Context: an optimization exercise on an open-source flow, tuned for small area. The choices shown serve that exercise and are no tape-out recipe. The RTL was checked by simulation tests, not by an equivalence proof against the original design. The flow treats the clock pin as an ideal source, which a real chip does not have. Power is estimated from default activity; no workload was simulated.

// top
module top(
    input               sys_clk, sys_rst_n                  ,
    input               tim_psel, tim_pwrite, tim_penable   ,
    input   [31 : 0]    tim_paddr                           ,
    input   [31 : 0]    tim_pwdata                          ,
    output  [31 : 0]    tim_prdata                          ,
    input   [3 :  0]    tim_pstrb                           ,
    output              tim_pready                          ,
    output              tim_pslverr                         ,
    output              tim_int                             ,
    input               dbg_mode
);
export LEC_CHECK = 0
export CAP_MARGIN = 0
export CORE_MARGIN = 2
export CORE_UTILIZATION = 40
export GPL_TIMING_DRIVEN = 0
export SLEW_MARGIN = 0
create_clock -name core_clock -period 6.0 [get_ports {sys_clk}]
standard.sh (not shown) runs the stock make flow with config.mk's settings and CLKGATE_MAP_FILE= SYNTH_SCRIPT=/design/flow/synth_recipe.tcl, a recipe that flattens the netlist after the stock synthesis.
==> flow/flow/run.sh <==
#!/bin/bash
# The standard layout with: ABC area recovery in synthesis (same registers and
# names), plain buf_1 port buffers, and a clkbuf_4 clock tree whose heavily loaded
# leaf buffers are upsized after CTS.
set -euo pipefail
W=$PWD
export ALT_ABC_SCRIPT=$W/flow/abc_alt.script
export FLOW_SYNTH_TCL=$W/synth_recipe.tcl
bash standard.sh \
  "SYNTH_SCRIPT=$W/flow/synth_alt.tcl" \
  "BUFFER_PORTS_ARGS=-buffer_cell sky130_fd_sc_hd__buf_1" \
  "CTS_ARGS=-sink_clustering_enable -repair_clock_nets -root_buf sky130_fd_sc_hd__clkbuf_16 -buf_list sky130_fd_sc_hd__clkbuf_4 -dont_use_dummy_load" \
  "POST_CTS_TCL=$W/flow/cts_post.tcl" \
  finish > standard.log 2>&1
==> flow/flow/abc_alt.script <==
&get -n
&st
&dch
&nf -R 1000
&st
&syn2
&if -g -K 6
&synch2
&nf -R 1000
&st
&syn2
&if -g -K 6
&synch2
&nf -R 1000
&st
&syn2
&if -g -K 6
&synch2
&nf -R 1000
&st
&syn2
&if -g -K 6
&synch2
&nf -R 1000
&st
&syn2
&if -g -K 6
&synch2
&nf -R 1000
&put
buffer -c
topo
stime -c

dnsize -c
==> flow/flow/cts_post.tcl <==
estimate_parasitics -placement
set upsized 0
foreach inst [[ord::get_db_block] getInsts] {
  if {[[$inst getMaster] getName] ne "sky130_fd_sc_hd__clkbuf_4"} { continue }
  if {![string match "clkbuf_*" [$inst getName]]} { continue }
  set net [[$inst findITerm X] getNet]
  if {$net eq "NULL"} { continue }
  set fanout 0
  set worst 0.0
  foreach it [$net getITerms] {
    if {[$it isOutputSignal]} { continue }
    incr fanout
    set pin [get_pins "[[$it getInst] getName]/[[$it getMTerm] getName]"]
    set s [get_property $pin slew_max]
    if {$s > $worst} { set worst $s }
  }
  if {$fanout >= 10 || $worst > 0.095} {
    puts "cts_post: upsizing [$inst getName] (fanout $fanout, slew $worst)"
    replace_cell [$inst getName] sky130_fd_sc_hd__clkbuf_8
    incr upsized
  }
}
puts "cts_post: upsized $upsized clock buffers"
if {$upsized} {
  detailed_placement
  check_placement -verbose
  estimate_parasitics -placement
}
==> flow/flow/synth_alt.tcl <==
# The standard flow's synthesis script unchanged, except that ABC runs flow/abc_alt.script
# (ORFS's speed script with more area recovery in &nf and without upsize -c).
proc abc {args} {
  set i [lsearch $args -script]
  if {$i >= 0} { lset args [expr {$i + 1}] $::env(ALT_ABC_SCRIPT) }
  yosys abc {*}$args
}
source $::env(FLOW_SYNTH_TCL)
The starting point passed the timing, design-rule and antenna checks.
==> next run, changes <==
==> flow/flow/run.sh (replaced) <==
#!/bin/bash
set -euo pipefail
bash standard.sh \
  "BUFFER_PORTS_ARGS=-buffer_cell sky130_fd_sc_hd__buf_1" \
  "CTS_ARGS=-sink_clustering_enable -repair_clock_nets -root_buf sky130_fd_sc_hd__clkbuf_8 -buf_list sky130_fd_sc_hd__clkbuf_8 -dont_use_dummy_load" \
  finish > standard.log 2>&1
- CAP_MARGIN: 0 -> 20
- GPL_TIMING_DRIVEN: 0 -> unset
- SLEW_MARGIN: 0 -> 20
removed: flow/flow/abc_alt.script
removed: flow/flow/cts_post.tcl
removed: flow/flow/synth_alt.tcl
=> Synthesized cell count rises by 2.5%; via count goes up by 0.48%; core utilization came out lower by 1.4 points; sequential share of layout area came out lower by 0.28 points; die area goes up by 3.8%; synthesized area rises by 3.9%; power goes up by 0.68%; global-route usage came out lower by 0.90 points; hold slack loses 7.0 ps; cell area increases by 0.71%.
==> next run, changes <==
==> flow/flow/run.sh (replaced) <==
#!/bin/bash
# The standard layout with: ABC area recovery in synthesis (same registers and
# names), plain buf_1 port buffers, and a clkbuf_4 clock tree whose heavily loaded
# leaf buffers are upsized after CTS.
set -euo pipefail
W=$PWD
export ALT_ABC_SCRIPT=$W/flow/abc_alt.script
export FLOW_SYNTH_TCL=$W/synth_recipe.tcl
bash standard.sh \
  "SYNTH_SCRIPT=$W/flow/synth_alt.tcl" \
  "BUFFER_PORTS_ARGS=-buffer_cell sky130_fd_sc_hd__buf_1" \
  "CTS_ARGS=-sink_clustering_enable -repair_clock_nets -root_buf sky130_fd_sc_hd__clkbuf_8 -buf_list sky130_fd_sc_hd__clkbuf_4 -dont_use_dummy_load" \
  "POST_CTS_TCL=$W/flow/cts_post.tcl" \
  finish > standard.log 2>&1
==> flow/flow/abc_alt.script (new file) <==
&get -n
&st
&dch
&nf -R 1000
&st
&deepsyn -J 100 -T 120
&st
&syn2
&if -g -K 6
&synch2
&nf -R 1000
&st
&syn2
&if -g -K 6
&synch2
&nf -R 1000
&put
topo
stime -c
dnsize -c
==> flow/flow/cts_post.tcl (new file) <==
estimate_parasitics -placement
set upsized 0
foreach inst [[ord::get_db_block] getInsts] {
  if {[[$inst getMaster] getName] ne "sky130_fd_sc_hd__clkbuf_4"} { continue }
  if {![string match "clkbuf_*" [$inst getName]]} { continue }
  set net [[$inst findITerm X] getNet]
  if {$net eq "NULL"} { continue }
  set fanout 0
  set worst 0.0
  foreach it [$net getITerms] {
    if {[$it isOutputSignal]} { continue }
    incr fanout
    set pin [get_pins "[[$it getInst] getName]/[[$it getMTerm] getName]"]
    set s [get_property $pin slew_max]
    if {$s > $worst} { set worst $s }
  }
  if {$worst > 0.110} {
    puts "cts_post: upsizing [$inst getName] (fanout $fanout, slew $worst)"
    replace_cell [$inst getName] sky130_fd_sc_hd__clkbuf_8
    incr upsized
  }
}
puts "cts_post: upsized $upsized clock buffers"
if {$upsized} {
  detailed_placement
  check_placement -verbose
  estimate_parasitics -placement
}
==> flow/flow/synth_alt.tcl (new file) <==
# The standard flow's synthesis script unchanged, except that ABC runs flow/abc_alt.script
# (area-oriented: &deepsyn, stopped after 100 steps without gain, between &nf mappings with extra area recovery; no buffer -c or upsize -c).
proc abc {args} {
  set i [lsearch $args -script]
  if {$i >= 0} { lset args [expr {$i + 1}] $::env(ALT_ABC_SCRIPT) }
  yosys abc {*}$args
}
source $::env(FLOW_SYNTH_TCL)
- CORE_UTILIZATION: 40 -> 65
After rerunning:
- clock-buffer cell count does not change
- utilization came out higher by 29 points
- clock skew came out higher by 3.9 ps
- die area came out lower by well over a third
- design area shrinks by a few percent
- via count rose by a little under a tenth
- sequential share of layout area rises by 2.5 points

[re-timing with driven ports]
No port has a modelled driver above. Below, the same layouts with a new extraction and two added sets of constraints. Step 1: set_driving_cell puts a clkbuf_16 on sys_clk and a buf_2 on each other input, an assumption about the parent block. Step 2 moves the port delays by t, midway between the first and last clock arrival at a register: inputs arrive t later, outputs are due t later. That takes back most of the time a late clock gives input paths. Slacks: ideal ports / drivers / drivers and shift; pairs: ideal ports / drivers.
| run | shift t [ns] | setup slack, ns | worst setup path at the end | latest minus earliest clock arrival (ns) |
|---|---|---|---|---|
| the first run | 0.418 | 0.445 / 0.469 / 0.051 | input to register | 0.030 / 0.030 |
| the second run | 0.486 | 1.017 / 0.996 / 0.895 | input to register | 0.032 / 0.032 |
| the third run | 0.473 | 1.044 / 1.023 / 0.804 | input to register | 0.037 / 0.037 |
After both steps setup and hold are still met in every run listed. The setup slack of the first run, which loses most, moves by +0.024 ns with the drivers and by -0.394 ns with both steps.
